This is an optimization exercise on Yosys and OpenROAD, whose aim is small area, a short achievable clock period and few clock cycles, not a production implementation. Only simulation tests tie the RTL to the original design; equivalence was not proved. Power is estimated from default activity; no workload was simulated.

--- flow/run.sh ---
#!/bin/bash
# synth_recipe.tcl (not shown) runs the flow's synth.tcl, then flattens the netlist and writes it again
# the make line also repeats each setting of config.mk as NAME=value (left out here)
make -C /OpenROAD-flow-scripts/flow DESIGN_CONFIG=/design/flow/config.mk WORK_HOME=/design/flow/orfs CLKGATE_MAP_FILE= SYNTH_SCRIPT=/design/flow/synth_recipe.tcl finish
--- flow/constraint.sdc ---
create_clock -name core_clock -period 12.0 [get_ports {clk}]
set_input_delay 2.4000 -clock core_clock [delete_from_list [all_inputs] [get_ports {clk}]]
set_output_delay 2.4000 -clock core_clock [all_outputs]
set_load 0.01 [all_outputs]
--- flow/config.mk ---
export PLATFORM = sky130hd
export DESIGN_NAME = core
export DESIGN_NICKNAME = core
export VERILOG_FILES = /design/flow/design.v
export SDC_FILE = /design/flow/constraint.sdc
export NUM_CORES = 4
export LEC_CHECK = 0
export CAP_MARGIN = 20
export CORE_MARGIN = 2
export CORE_UTILIZATION = 40
export SLEW_MARGIN = 20
--- flow/design.v ---
module core(
  input clk,
  input resetn,
  output [31:0] address,
  output [31:0] data_out,
  input [31:0] data_in,
  output we
);
reg [31:0] ir;         
reg        v;          
reg [31:1] pc;         
reg        m;          
reg        halted;
reg [31:0] maddr;      
reg [4:0]  mrd;        
reg [2:0]  mf3;        
reg        mst;        
reg [4:0]  r2;         
reg [31:0] rf [1:31];
wire [6:0] op = ir[6:0];
wire [2:0] f3 = ir[14:12];
wire [4:0] rd = ir[11:7];
wire [4:0] rs1 = ir[19:15];
wire is_lui   = op == 7'b0110111;
wire is_auipc = op == 7'b0010111;
wire is_jal   = op == 7'b1101111;
wire is_jalr  = op == 7'b1100111;
wire is_br    = op == 7'b1100011;
wire is_load  = op == 7'b0000011;
wire is_store = op == 7'b0100011;
wire is_opi   = op == 7'b0010011;
wire is_op    = op == 7'b0110011;
wire is_sys   = op == 7'b1110011;
wire ex = v & ~m & ~halted;    
wire [31:0] imm_i = {{21{ir[31]}}, ir[30:20]};
wire [31:0] imm_s = {{21{ir[31]}}, ir[30:25], ir[11:7]};
wire [31:0] imm_b = {{20{ir[31]}}, ir[7], ir[30:25], ir[11:8], 1'b0};
wire [31:0] imm_u = {ir[31:12], 12'd0};
wire [31:0] imm_j = {{12{ir[31]}}, ir[19:12], ir[20], ir[30:21], 1'b0};
wire [31:0] a  = (rs1 == 5'd0) ? 32'd0 : rf[rs1];
wire [31:0] b  = (r2 == 5'd0) ? 32'd0 : rf[r2];
wire [31:0] pcv = {pc, 1'b0};
wire [31:0] pc4 = pcv + 32'd4;
reg [31:0] add_a, add_b;
always @(*) begin
  if (is_auipc | is_jal | is_br) add_a = pcv;
  else if (is_lui) add_a = 32'd0;
  else add_a = a;
  if (is_op) add_b = b;
  else if (is_store) add_b = imm_s;
  else if (is_br) add_b = imm_b;
  else if (is_jal) add_b = imm_j;
  else if (is_lui | is_auipc) add_b = imm_u;
  else add_b = imm_i;
end
wire [31:0] sum = add_a + add_b;
wire [31:0] cb = is_opi ? imm_i : b;
wire [32:0] diff = {1'b0, a} - {1'b0, cb};
wire ltu = diff[32];
wire lt  = (a[31] ^ cb[31]) ? a[31] : diff[31];
wire eq  = (a == b);
wire [4:0] shamt = is_op ? b[4:0] : ir[24:20];
wire shl = ~f3[2];
reg [31:0] sh_in, sh_rev;
integer k;
always @(*) begin
  for (k = 0; k < 32; k = k + 1) sh_in[k] = shl ? a[31-k] : a[k];
end
wire sh_fill = ir[30] & a[31] & ~shl;
wire [63:0] sh_ext = {{32{sh_fill}}, sh_in} >> shamt;
wire [31:0] sh_out = sh_ext[31:0];
always @(*) begin
  for (k = 0; k < 32; k = k + 1) sh_rev[k] = shl ? sh_out[31-k] : sh_out[k];
end
wire alt = is_op & ir[30];    
reg [31:0] alu;
always @(*) begin
  case (f3)
    3'b000: alu = alt ? diff[31:0] : sum;
    3'b001: alu = sh_rev;
    3'b010: alu = {31'd0, lt};
    3'b011: alu = {31'd0, ltu};
    3'b100: alu = a ^ cb;
    3'b101: alu = sh_rev;
    3'b110: alu = a | cb;
    default: alu = a & cb;
  endcase
end
reg taken;
always @(*) begin
  case (f3)
    3'b000: taken = eq;
    3'b001: taken = ~eq;
    3'b100: taken = lt;
    3'b101: taken = ~lt;
    3'b110: taken = ltu;
    3'b111: taken = ~ltu;
    default: taken = 1'b0;
  endcase
end
reg [31:0] ldata;
reg [31:0] lsh;
always @(*) begin
  lsh = data_in >> {maddr[1:0], 3'b000};
  case (mf3)
    3'b000: ldata = {{24{lsh[7]}}, lsh[7:0]};
    3'b001: ldata = {{16{lsh[15]}}, lsh[15:0]};
    3'b100: ldata = {24'd0, lsh[7:0]};
    3'b101: ldata = {16'd0, lsh[15:0]};
    default: ldata = lsh;
  endcase
end
reg [31:0] sdata;
always @(*) begin
  sdata = b;
  if (mf3[1:0] == 2'b00) begin
    sdata = data_in;
    case (maddr[1:0])
      2'b00: sdata[7:0]   = b[7:0];
      2'b01: sdata[15:8]  = b[7:0];
      2'b10: sdata[23:16] = b[7:0];
      default: sdata[31:24] = b[7:0];
    endcase
  end else if (mf3[1:0] == 2'b01) begin
    sdata = data_in;
    if (maddr[1]) sdata[31:16] = b[15:0];
    else sdata[15:0] = b[15:0];
  end
end
assign address  = m ? maddr : (v ? pc4 : pcv);
assign data_out = sdata;
assign we       = m & mst;
reg [31:0] wdata;
always @(*) begin
  if (m) wdata = ldata;
  else if (is_jal | is_jalr) wdata = pc4;
  else if (is_op | is_opi) wdata = alu;
  else wdata = sum;
end
wire wen_ex = ex & (is_op | is_opi | is_lui | is_auipc | is_jal | is_jalr);
wire wen = m ? ~mst : wen_ex;
wire [4:0] wa = m ? mrd : rd;
always @(posedge clk) begin
  if (wen && wa != 5'd0) rf[wa] <= wdata;
end
wire redirect = ex & (is_jal | is_jalr | (is_br & taken));
wire mem_op = ex & (is_load | is_store);
wire fetch = ~m & ~halted;
always @(posedge clk) begin
  if (!resetn) begin
    pc <= 31'd0;
    v <= 1'b0;
    m <= 1'b0;
    halted <= 1'b0;
  end else begin
    if (ex & is_sys) begin
      halted <= 1'b1;
      v <= 1'b0;
    end else if (redirect) begin
      pc <= sum[31:1];
      v <= 1'b0;
    end else if (fetch) begin
      pc <= address[31:1];
      v <= 1'b1;
    end
    m <= mem_op;
  end
end
always @(posedge clk) begin
  if (fetch) ir <= data_in;
  if (mem_op) begin
    maddr <= sum;
    mrd <= rd;
    mf3 <= f3;
    mst <= is_store;
  end
  if (fetch & ~(ex & is_store)) r2 <= data_in[24:20];
  else if (m) r2 <= ir[24:20];
end
endmodule
==> run notes <==
[logic make-up after synthesis]
family	after synthesis	share of synthesized area (%)
XOR/XNOR	135	1.82
flip-flops	1114	50.8
multiplexers	902	20.1
AND/OR/NAND/NOR	1144	8.15
buffers and inverters	495	4.10
adder cells (fa/ha/maj)	131	2.56
AO/OA/AOI/OAI	1239	12.5
[final timing paths]
kind | from | to
worst min register to register | ir[11] | mrd[4]
worst max-delay path | flop | pc[20]
worst max register to register | flop | pc[20]
worst min-delay path | ir[11] | mrd[4]
[worst max-delay path: cells and delay by family (launching register included)]
family	cells	cell delay (ns)
compound gates	15	3.55
flops	1	0.94
fa+ha+maj	2	0.50
mux	2	0.83
xor+xnor	1	0.08
buf+inv	2	1.11
simple gates	6	1.37
[state kept, by name (all words and copies together), names as in the netlist, named ones only]
name,count
halted,1
maddr,32
m,1
mf3,3
v,1
r2,5
mrd,5
ir,32
mst,1
rf,992
pc,31
[power groups by stage]
stage	combinational [mW]	sequential, mW	clock (mW)
finish	2.78	4.80	3.65
global route	2.89	4.80	3.83
CTS	2.68	4.80	3.68
detailed placement	2.68	4.88	0
global placement	2.65	4.88	0
floorplan	1.51	4.86	0
[cell usage after synthesis (13+ instances only)]
| library cell | n |
|---|---|
| a31oi_1 | 34 |
| o21ai_0 | 255 |
| xor2_1 | 49 |
| nor4_2 | 14 |
| a211o_1 | 23 |
| o21a_1 | 23 |
| o211ai_1 | 16 |
| a221oi_1 | 21 |
| mux4_1 | 20 |
| nand2_1 | 358 |
| nor2b_1 | 21 |
| inv_1 | 119 |
| buf_2 | 71 |
| o22a_1 | 13 |
| nand3_1 | 98 |
| ha_1 | 128 |
| and2_1 | 24 |
| a211oi_1 | 122 |
| mux4_2 | 285 |
| o21bai_1 | 18 |
| nand4_1 | 43 |
| buf_1 | 15 |
| o22ai_1 | 63 |
| buf_4 | 49 |
| and3_1 | 31 |
| nand2b_1 | 19 |
| a21oi_1 | 292 |
| clkbuf_1 | 174 |
| nor2_1 | 403 |
| edfxtp_1 | 1070 |
| a22oi_1 | 172 |
| buf_6 | 44 |
| o31ai_1 | 21 |
| nor4_1 | 18 |
| or3_1 | 13 |
| mux2i_1 | 514 |
| mux2_2 | 81 |
| dfxtp_1 | 44 |
| nor3_1 | 46 |
| a21o_1 | 25 |
| xnor2_1 | 86 |
| o221ai_1 | 13 |
[cell type report]
| type | instances | area share (%) |
|---|---|---|
| Clock inverter | 80 | 1.01 |
| Inverter | 124 | 0.639 |
| Sequential cell | 1114 | 45.4 |
| Tap cell | 2160 | 3.71 |
| Multi-Input combinational cell | 3551 | 41.1 |
| Clock buffer | 143 | 4.22 |
| Antenna cell | 4 | 0.0138 |
| Timing Repair Buffer | 334 | 3.92 |
[stage by stage]
step                utilization, %  total power [mW]  std cells  hold slack (ns)  instance area, um2
floorplan                        -              6.37       5160            0.424               65000
global placement              42.8              7.53       7280            0.493               68900
detailed placement            42.8              7.55       7282            0.511               68900
CTS                           45.2              11.2       7505            0.542               72700
global route                  45.2              11.5       7508            0.558               72800
finish                        45.2              11.2       7510            0.546               72800
[metal layers]
layer | vias to the layer above | global-route usage (%) | share of wire [%]
met2 | 3193 | 49.5 | 44
met4 | 2 | 16.2 | 5.7
met5 | - | 0 | 0.0047
li1 | 20500 | - | -
met1 | 25400 | 44.4 | 39
met3 | 657 | 7.01 | 11
==> report_table.html <==
<table>
<tr><th>Metric</th><th>Value</th></tr>
<tr><th colspan="2">Worst setup path</th></tr>
<tr><td>Maximum cell stage delay along the critical path</td><td>0.94 ns</td></tr>
<tr><td>CP Data Required Time</td><td>12.60 ns</td></tr>
<tr><td>Reg2reg path depth</td><td>28</td></tr>
<tr><td>Worst-case register-to-register setup slack</td><td>3.34 ns</td></tr>
<tr><td>Nature of the critical path endpoint</td><td>flop</td></tr>
<tr><td>Critical Path Source Type</td><td>flop</td></tr>
<tr><td>Critical-path top delay cell</td><td>dfxtp_4</td></tr>
<tr><td>Crit path top cell by count</td><td>o21ai_0</td></tr>
<tr><td>Critical path peak fanout</td><td>44</td></tr>
<tr><td>Setup Crit Path Kind</td><td>flop to flop</td></tr>
<tr><td>CP Data Arrival Time</td><td>9.26 ns</td></tr>
<tr><th colspan="2">Flow run</th></tr>
<tr><td>Max Cap Viol</td><td>0</td></tr>
<tr><th colspan="2">CTS</th></tr>
<tr><td>Buffer type at the clock tree root</td><td>clkbuf_16</td></tr>
<tr><td>Resized cells post-CTS</td><td>0</td></tr>
<tr><td>Total CTS buffers</td><td>119</td></tr>
<tr><td>Largest buffer count on any clock path</td><td>3</td></tr>
<tr><td>Setup fix buffers added after clock tree synthesis</td><td>0</td></tr>
<tr><td>Number of hold-repair buffers added at the cts stage</td><td>0</td></tr>
<tr><td>CTS clock-pin slew for the worst setup and hold paths</td><td>0.06 ns</td></tr>
<tr><td>Clock latency of the later-clocked register in the worst-skew pair</td><td>0.78 ns</td></tr>
<tr><td>TritonCTS clock tree</td><td>done</td></tr>
<tr><td>Depth of the CTS H-tree</td><td>3</td></tr>
<tr><td>Clock sinks</td><td>1114</td></tr>
<tr><th colspan="2">Drt</th></tr>
<tr><td>1st-iter DRT viols</td><td>7209</td></tr>
<tr><td>Drt via density</td><td>6.62</td></tr>
<tr><td>Number of detailed-routing iterations run before antenna repair</td><td>6</td></tr>
<tr><td>DRC</td><td>0</td></tr>
<tr><td>Number of vias after detailed routing</td><td>49700</td></tr>
<tr><td>Routed wire per std cell</td><td>36.5 um</td></tr>
<tr><td>Antenna viol nets, final</td><td>0</td></tr>
<tr><td>Routed wire length</td><td>274 mm</td></tr>
<tr><th colspan="2">Worst hold path</th></tr>
<tr><td>Path class of the lowest-slack min-delay path</td><td>flop to flop</td></tr>
<tr><td>Worst hold stages</td><td>0</td></tr>
<tr><th colspan="2">Synthesis</th></tr>
<tr><td>Cells taking the most area after synthesis</td><td>edfxtp_1 (49%), mux4_2 (9.9%), mux2i_1 (7.9%)</td></tr>
<tr><td>Unique cell type count in the Yosys netlist</td><td>105</td></tr>
<tr><td>Post-synthesis instance area</td><td>65000 um2</td></tr>
<tr><td>#FFs+latches synth</td><td>1114</td></tr>
<tr><td>Fraction of synthesis flops using an asynchronous set or reset pin</td><td>0%</td></tr>
<tr><td>Per-instance average area after synthesis</td><td>12.6 um2</td></tr>
<tr><td>Yosys top cell area share</td><td>49.4%</td></tr>
<tr><td>Number of flops mapped to enable cells by yosys</td><td>1070</td></tr>
<tr><td>Sequential-to-total area share from yosys stat</td><td>50.8%</td></tr>
<tr><td>Leading register cell type out of synthesis</td><td>edfxtp_1</td></tr>
<tr><td>Mapped Nets</td><td>5325</td></tr>
<tr><td>Total number of yosys warnings</td><td>1</td></tr>
<tr><td>Cell type with the largest total area after synthesis</td><td>edfxtp_1</td></tr>
<tr><td>Synthesized instance count</td><td>5160</td></tr>
<tr><th colspan="2">Layout</th></tr>
<tr><td>Share of post-route cells with drive strength above 1</td><td>17.4%</td></tr>
<tr><td>Area used by multi-input combinational logic</td><td>29900 um2</td></tr>
<tr><td>Commonest non-fill, non-tap cell in the layout</td><td>edfxtp_1</td></tr>
<tr><td># fillers</td><td>14500</td></tr>
<tr><td>Net count, final</td><td>5409</td></tr>
<tr><td>Growth of design area from synthesis to finish</td><td>12.0%</td></tr>
<tr><td>Sequential cell area</td><td>33000 um2</td></tr>
<tr><td>Commonest cells after routing, fill and taps aside</td><td>edfxtp_1 (1070), mux2i_1 (513), nor2_1 (369), nand2_1 (357), a21oi_1 (286)</td></tr>
<tr><th colspan="2">Outcome</th></tr>
<tr><td>Run status</td><td>timing/DRC/antenna clean</td></tr>
<tr><th colspan="2">STA</th></tr>
<tr><td>Max-slew violation total from the final report</td><td>0</td></tr>
<tr><td>RSZ-0062 raised after global routing</td><td>no</td></tr>
<tr><td>Hold violation total from the final report</td><td>0</td></tr>
<tr><td>Worst Slack Setup Final</td><td>3.34 ns</td></tr>
<tr><td>Highest achievable clock rate</td><td>0.115 GHz</td></tr>
<tr><td>Endpoints failing setup</td><td>0</td></tr>
<tr><td>Relative slew margins</td><td>12.3%</td></tr>
<tr><td>Shortest period the worst path allows</td><td>8.66 ns</td></tr>
<tr><td>Tcrit/Tclk final</td><td>72.2%</td></tr>
<tr><td>Final setup skew</td><td>0.0433 ns</td></tr>
<tr><td>Slew at the pin with the worst max-slew slack</td><td>1.31 ns</td></tr>
<tr><td>Setup TNS</td><td>0 ns</td></tr>
<tr><th colspan="2">Place</th></tr>
<tr><td>Routability congestion estimate from global placement</td><td>1.04</td></tr>
<tr><td>Count of buffers from port buffering</td><td>98</td></tr>
<tr><td>Worst slack after detailed placement</td><td>3.28 ns</td></tr>
<tr><td>Final HPWL from detailed placement</td><td>184 mm</td></tr>
<tr><th colspan="2">GRT</th></tr>
<tr><td>First-pass GRT wire length</td><td>378 mm</td></tr>
<tr><td>Number of global-route vias before repair</td><td>47600</td></tr>
<tr><td>Total global routing overflow</td><td>0</td></tr>
<tr><td>Largest net degree at the start of global routing</td><td>114</td></tr>
<tr><td>GRT Resource Usage Total</td><td>32.7%</td></tr>
<tr><td>Initial antenna violation count</td><td>7</td></tr>
<tr><th colspan="2">Power</th></tr>
<tr><td>Share of total power consumed by net switching</td><td>32.5%</td></tr>
<tr><td>Proportion of power drawn by combinational gates</td><td>24.8%</td></tr>
<tr><td>Worst VDD drop</td><td>0.134 mV</td></tr>
<tr><td>Power density of the placed cells</td><td>154 nW/um2</td></tr>
<tr><td>Internal power</td><td>7.57 mW</td></tr>
<tr><td>Sw Pwr</td><td>3.65 mW</td></tr>
<tr><td>Pleak</td><td>25.5 nW</td></tr>
<tr><td>Part of the power in the clock network</td><td>32.5%</td></tr>
<tr><td>Sequential share of power</td><td>42.7%</td></tr>
<tr><th colspan="2">Floorplan</th></tr>
<tr><td>Die Span X</td><td>407 um</td></tr>
<tr><td>Die ar.</td><td>166000 um2</td></tr>
<tr><td>Die Height</td><td>407 um</td></tr>
<tr><td>Number of top-level design ports</td><td>99</td></tr>
<tr><td>Starting density of the core</td><td>40.4%</td></tr>
<tr><td>Core Area</td><td>161000 um2</td></tr>
<tr><td>Site Rows</td><td>147</td></tr>
</table>
Testbench counts, summed over its fixed seeds: cycles 215,680.

## static timing again, ports no longer ideal
No port has a modelled driver above. Below, the same layout with a new extraction and two added sets of constraints.
Step 1: set_driving_cell puts a clkbuf_16 on clk and a buf_2 on each other input, an assumption about the parent block.
Step 2 adds t to the input delays and takes it off the output delays; t is the mean of the earliest and latest rising clock arrival at the registers after step 1. Input paths then give back, and output paths get back, about the clock's delay inside the block.
a / b / c = ideal ports / drivers / drivers and shift; a / b = the first two.
t (ns): 0.843
slack for setup (ns): 3.341 / 3.341 / 3.341
worst register clock-pin slew, ns: 0.08 / 0.08
After both steps setup and hold are still met in this run. For this run, drivers alone change the setup slack by 0.000 ns; drivers and shift together by 0.000 ns.
